Context: an optimization exercise on an open-source flow, tuned for small area, a short achievable clock period and few clock cycles. The choices shown serve that exercise and are no tape-out recipe.
Function was checked by simulation only, so behaviour that the tests miss may differ from the original.
Power and IR drop assume default switching activity.

Setup of run 1:
## projeto
module projeto(
    input ck,
    input inicio,
    input rst,
    input [15:0] X,
    input [15:0] A,
    input [15:0] B,
    input [15:0] C,
    output pronto,
    output overflow,
    output [15:0] resultado
);
Size in the first run: ~440 cells after synthesis, about 26 flip-flops, about 4600 um^2 of cells after synthesis.
export LEC_CHECK = 0
export CAP_MARGIN = 20
export CORE_MARGIN = 2
export CORE_UTILIZATION = 60
export CTS_BUF_LIST = sky130_fd_sc_hd__clkbuf_4 sky130_fd_sc_hd__clkbuf_8
export SETUP_SLACK_MARGIN = 4.0
export SLEW_MARGIN = 20
create_clock -name core_clock -period 9.5 [get_ports {ck}]
standard.sh (not shown) runs the stock make flow with config.mk's settings and CLKGATE_MAP_FILE= SYNTH_SCRIPT=/design/flow/synth_recipe.tcl, a recipe that flattens the netlist after the stock synthesis.
==> flow/flow/run.sh <==
#!/bin/bash
# The standard layout (standard.sh) with these changes:
#  - the multiply-add tree, module mac, is laid out from flow/mac_cells.v, the
#    same circuit as mac in rtl/ula.v built from cells by hand (both are
#    generated by gen/mkhand.py), so that its partial products are single
#    NAND gates feeding full-adder cells of inverted polarity;
#  - synthesis skips Yosys's early "abc -fast" (SYNTH_ARGS=-noabc);
#  - port buffers use the smallest buffer.
# Registers and their names are those of the standard synthesis.
set -euo pipefail
export SYNTH_ARGS="-noabc"
export BUFFER_PORTS_ARGS="-buffer_cell sky130_fd_sc_hd__buf_1"
# design.v with module mac replaced by the cell-level one
awk '/^module mac\(/ {skip = 1} !skip {print} skip && /^endmodule/ {skip = 0}' design.v > design_cells.v
grep -q '^module mac(' design_cells.v && { echo "module mac still in design_cells.v"; exit 1; }
cat flow/mac_cells.v >> design_cells.v
sed "s#CLKGATE_MAP_FILE= #CLKGATE_MAP_FILE= VERILOG_FILES=$PWD/design_cells.v #" standard.sh > standard_cells.sh
grep -q "VERILOG_FILES=$PWD/design_cells.v" standard_cells.sh
bash standard_cells.sh > standard.log 2>&1
Other scripts of this flow, unchanged in this note and not shown: flow/flow/mac_cells.v
Testbench counts of run 1, summed over its fixed seeds: cycles 4,800.
Setup changes, run 1 to run 2
# run 1
export LEC_CHECK = 0
export CAP_MARGIN = 20
export CORE_MARGIN = 2
export CORE_UTILIZATION = 60
export CTS_BUF_LIST = sky130_fd_sc_hd__clkbuf_4 sky130_fd_sc_hd__clkbuf_8
export SETUP_SLACK_MARGIN = 4.0
export SLEW_MARGIN = 20
create_clock -name core_clock -period 9.5 [get_ports {ck}]
# run 2
export LEC_CHECK = 0
export CAP_MARGIN = 20
export CORE_MARGIN = 2
export CORE_UTILIZATION = 60
export CTS_BUF_LIST = sky130_fd_sc_hd__clkbuf_4 sky130_fd_sc_hd__clkbuf_8
export SETUP_SLACK_MARGIN = 4.3
export SLEW_MARGIN = 20
create_clock -name core_clock -period 9.5 [get_ports {ck}]
==> comparison <==
Total power of run 2 is higher than that of run 1.
What run 1 reported for number of global-route vias before repair has to be multiplied by 1.08 to get the figure for run 2.
Delta (run 2 minus run 1): via count now sits higher, post-place instance area now sits higher.
> inputs changed (run 2 -> run 3)
# run 2
export LEC_CHECK = 0
export CAP_MARGIN = 20
export CORE_MARGIN = 2
export CORE_UTILIZATION = 60
export CTS_BUF_LIST = sky130_fd_sc_hd__clkbuf_4 sky130_fd_sc_hd__clkbuf_8
export SETUP_SLACK_MARGIN = 4.3
export SLEW_MARGIN = 20
create_clock -name core_clock -period 9.5 [get_ports {ck}]
# run 3
export LEC_CHECK = 0
export CAP_MARGIN = 20
export CORE_MARGIN = 2
export CORE_UTILIZATION = 75
export CTS_BUF_LIST = sky130_fd_sc_hd__clkbuf_4 sky130_fd_sc_hd__clkbuf_8
export SETUP_SLACK_MARGIN = 4.0
export SLEW_MARGIN = 20
create_clock -name core_clock -period 9.5 [get_ports {ck}]
-- flow/flow/run.sh --
<<< run 2, line 8
#  - port buffers use the smallest buffer.
>>> run 3, line 8
#  - port buffers use the smallest buffer, but for the X ports (buf_4).
<<< run 2, line 13
>>> run 3, line 13
# ... except the X ports, whose buffers drive many gates (flow/xbuf.tcl)
export POST_GLOBAL_PLACE_TCL="$PWD/flow/xbuf.tcl"
==> flow/flow/xbuf.tcl (new file) <==
set db [ord::get_db]
set block [ord::get_db_block]
set big [$db findMaster sky130_fd_sc_hd__buf_4]
foreach bterm [$block getBTerms] {
  if { ![string match {X\[*} [$bterm getName]] } { continue }
  set net [$bterm getNet]
  foreach iterm [$net getITerms] {
    set inst [$iterm getInst]
    if { [string match sky130_fd_sc_hd__buf_* [[$inst getMaster] getName]] } {
      $inst swapMaster $big
      puts "xbuf: [$inst getName] of [$bterm getName] -> sky130_fd_sc_hd__buf_4"
    }
  }
}
==> comparison <==
On run 3: switching share of total power is 1.9 points higher than what run 2 gave. met3 wirelength from detailed routing is lower on run 3. Taking run 2 as the reference point, the final wirelength of run 3 falls by 480 um. In run 3, the global-route wire length before repair came out 7.9% below the value in run 2.
Inputs modified between run 3 and run 4:
# run 3
export LEC_CHECK = 0
export CAP_MARGIN = 20
export CORE_MARGIN = 2
export CORE_UTILIZATION = 75
export CTS_BUF_LIST = sky130_fd_sc_hd__clkbuf_4 sky130_fd_sc_hd__clkbuf_8
export SETUP_SLACK_MARGIN = 4.0
export SLEW_MARGIN = 20
create_clock -name core_clock -period 9.5 [get_ports {ck}]
# run 4
export LEC_CHECK = 0
export CAP_MARGIN = 20
export CORE_MARGIN = 2
export CORE_UTILIZATION = 60
export CTS_BUF_LIST = sky130_fd_sc_hd__clkbuf_8
export CTS_CLUSTER_DIAMETER = 60
export CTS_CLUSTER_SIZE = 30
export SETUP_SLACK_MARGIN = 4.0
export SLEW_MARGIN = 20
create_clock -name core_clock -period 9.5 [get_ports {ck}]
==> run summary <==
- Run 4: length of routed met3 wiring lower than run 3
- Final cell area: run 4 above run 3
- The setup slack of run 4 is larger than that of run 3.

* * *

build 3:
Another version of the RTL of projeto (not shown whole).
Size in the first run: about 520 cells after synthesis.
// projeto
module projeto(
    input ck,
    input inicio,
    input rst,
    input [15:0] X,
    input [15:0] A,
    input [15:0] B,
    input [15:0] C,
    output pronto,
    output overflow,
    output [15:0] resultado
);
export LEC_CHECK = 0
export ABC_AREA = 1
export CAP_MARGIN = 20
export CORE_MARGIN = 2
export CORE_UTILIZATION = 60
export CTS_BUF_LIST = sky130_fd_sc_hd__clkbuf_4 sky130_fd_sc_hd__clkbuf_8
export SETUP_SLACK_MARGIN = 4.0
export SLEW_MARGIN = 20
create_clock -name core_clock -period 9.5 [get_ports {ck}]
==> flow/flow/run.sh <==
#!/bin/bash
# The standard layout (standard.sh) with these changes:
#  - the multiply-add tree, module mac, is laid out from flow/mac_cells.v, the
#    same circuit as mac in rtl/ula.v built from cells by hand (both are
#    generated by gen/mkhand.py), so that its partial products are single
#    NAND gates feeding full-adder cells of inverted polarity;
#  - synthesis skips Yosys's early "abc -fast" (SYNTH_ARGS=-noabc);
#  - port buffers use the smallest buffer, but for the X ports (buf_4).
# Registers and their names are those of the standard synthesis.
set -euo pipefail
export SYNTH_ARGS="-noabc"
export BUFFER_PORTS_ARGS="-buffer_cell sky130_fd_sc_hd__buf_1"
# ... except the X ports, whose buffers drive many gates (flow/xbuf.tcl)
export POST_GLOBAL_PLACE_TCL="$PWD/flow/xbuf.tcl"
# design.v with module mac replaced by the cell-level one
awk '/^module mac\(/ {skip = 1} !skip {print} skip && /^endmodule/ {skip = 0}' design.v > design_cells.v
grep -q '^module mac(' design_cells.v && { echo "module mac still in design_cells.v"; exit 1; }
cat flow/mac_cells.v >> design_cells.v
sed "s#CLKGATE_MAP_FILE= #CLKGATE_MAP_FILE= VERILOG_FILES=$PWD/design_cells.v #" standard.sh > standard_cells.sh
grep -q "VERILOG_FILES=$PWD/design_cells.v" standard_cells.sh
bash standard_cells.sh > standard.log 2>&1
Other scripts of this flow, unchanged in this note and not shown: flow/flow/mac_cells.v, flow/flow/xbuf.tcl
Build 3 has completed all stages; timing, DRC and antenna checks passed.
Testbench counts of build 3, summed over its fixed seeds: cycles 4,523.
What build 30 does differently from build 3 at the input level:
- ABC_AREA no longer set, was 1
-- flow/flow/run.sh --
<<< build 3, line 7
#  - synthesis skips Yosys's early "abc -fast" (SYNTH_ARGS=-noabc);
>>> build 30, line 7
#  - synthesis skips Yosys's early "abc -fast" (SYNTH_ARGS=-noabc), and its
#    extract_fa looks for full adders only (flow/synth_fa.tcl), leaving the
#    carry-propagate adder to abc;
<<< build 3, line 19
sed "s#CLKGATE_MAP_FILE= #CLKGATE_MAP_FILE= VERILOG_FILES=$PWD/design_cells.v #" standard.sh > standard_cells.sh
>>> build 30, line 21
sed "s#CLKGATE_MAP_FILE= #CLKGATE_MAP_FILE= VERILOG_FILES=$PWD/design_cells.v #; s#SYNTH_SCRIPT=[^ ]*#SYNTH_SCRIPT=$PWD/flow/synth_fa.tcl#" standard.sh > standard_cells.sh
<<< build 3, line 21
>>> build 30, line 23
grep -q "SYNTH_SCRIPT=$PWD/flow/synth_fa.tcl" standard_cells.sh
==> flow/flow/synth_fa.tcl (new file) <==
proc synth {args} { yosys synth -nofsm -noshare {*}$args }
proc extract_fa {args} { yosys extract_fa -fa }
source $::env(SCRIPTS_DIR)/synth.tcl
# left out here: clear keep_hierarchy, flatten, clean up, hide names made inside functions, write 1_2_yosys.v
## What came out
- Against build 3, build 30 comes in 0.20 points higher on post-route clock period utilization.
- Compared with build 3, build 30 shows a higher sequential power.
- Compared with build 3, build 30 shows a higher initial core utilization.
[inputs] build 29 vs build 30
- setting GPL_ROUTABILITY_DRIVEN to 0 for the first time
-- flow/flow/run.sh --
<<< build 30, line 7
#  - synthesis skips Yosys's early "abc -fast" (SYNTH_ARGS=-noabc), and its
#    extract_fa looks for full adders only (flow/synth_fa.tcl), leaving the
#    carry-propagate adder to abc;
>>> build 29, line 7
#  - synthesis skips Yosys's early "abc -fast" (SYNTH_ARGS=-noabc);
<<< build 30, line 21
sed "s#CLKGATE_MAP_FILE= #CLKGATE_MAP_FILE= VERILOG_FILES=$PWD/design_cells.v #; s#SYNTH_SCRIPT=[^ ]*#SYNTH_SCRIPT=$PWD/flow/synth_fa.tcl#" standard.sh > standard_cells.sh
>>> build 29, line 19
sed "s#CLKGATE_MAP_FILE= #CLKGATE_MAP_FILE= VERILOG_FILES=$PWD/design_cells.v #" standard.sh > standard_cells.sh
<<< build 30, line 23
grep -q "SYNTH_SCRIPT=$PWD/flow/synth_fa.tcl" standard_cells.sh
>>> build 29, line 21
removed: flow/flow/synth_fa.tcl
==> run summary <==
Share of total power in sequential cells ended up 2.0 points lower on build 29 than on build 30.
The area after detailed placement in build 29 sits 81 sq um above the value recorded for build 30.
On build 29: largest incremental delay on the critical path is 0.03 ns higher than what build 30 gave.
From build 29 to build 30, count of flip-flops and latches did not move at all.
Build 29 against build 30: number of buffers created by CTS neither gained nor lost much, end-of-flow core utilization picked up an extra 0.16 points, final area picked up an extra 240 sq um, part of the total power dissipated in combinational logic picked up an extra 2.3 points.
Relative to build 29, the following input files were edited for build 46:
- GPL_ROUTABILITY_DRIVEN: 0 -> unset
Overall power consumption (higher): build 29. Build 46 reports its end point of the critical path as qa[11] while build 29 reports qb[15]. Going from build 29 to build 46, via count of the first global-routing pass went up; clock latency on the worst-skew pair flat. Summary of build 46 over build 29: filler-free cell count of the finished design has decreased, global-route usage has increased, register-to-register slack has decreased.

-- afterwards: timing with drivers on the ports --
In the flow no input, the clock included, has a driving cell. The finished layouts below were timed again as built, in two steps. Step 1, drivers: a clkbuf_16 drives ck and a buf_2 each remaining input, both assumed. Step 2, shift: input delay + t, output delay - t, t = (earliest + latest rising clock arrival at the registers) / 2. This alone moves slack from input paths to output paths. a / b / c = ideal ports / drivers / drivers and shift; a / b = the first two.
| run | t, ns | slack for setup (ns) | latest minus earliest clock arrival (ns) | worst register clock-pin slew, ns |
|---|---|---|---|---|
| run 1 | 0.307 | 4.086 / 4.080 / 3.772 | 0.002 / 0.003 | 0.10 / 0.10 |
| run 2 | 0.307 | 4.225 / 4.226 / 3.919 | 0.004 / 0.004 | 0.11 / 0.11 |
| run 3 | 0.305 | 4.069 / 4.073 / 3.767 | 0.004 / 0.003 | 0.10 / 0.10 |
| run 4 | 0.302 | 4.117 / 4.127 / 3.825 | 0.006 / 0.006 | 0.10 / 0.10 |
| build 3 | 0.300 | 3.964 / 3.943 / 3.643 | 0.004 / 0.004 | 0.10 / 0.10 |
| build 30 | 0.305 | 3.945 / 3.939 / 3.634 | 0.003 / 0.003 | 0.10 / 0.10 |
| build 29 | 0.309 | 3.927 / 3.898 / 3.589 | 0.008 / 0.008 | 0.11 / 0.11 |
| build 46 | 0.320 | 4.009 / 4.011 / 3.692 | 0.004 / 0.003 | 0.11 / 0.11 |
After both steps setup and hold are still met in every run listed. For build 29, which loses most, drivers alone change the setup slack by -0.029 ns; drivers and shift together by -0.338 ns.
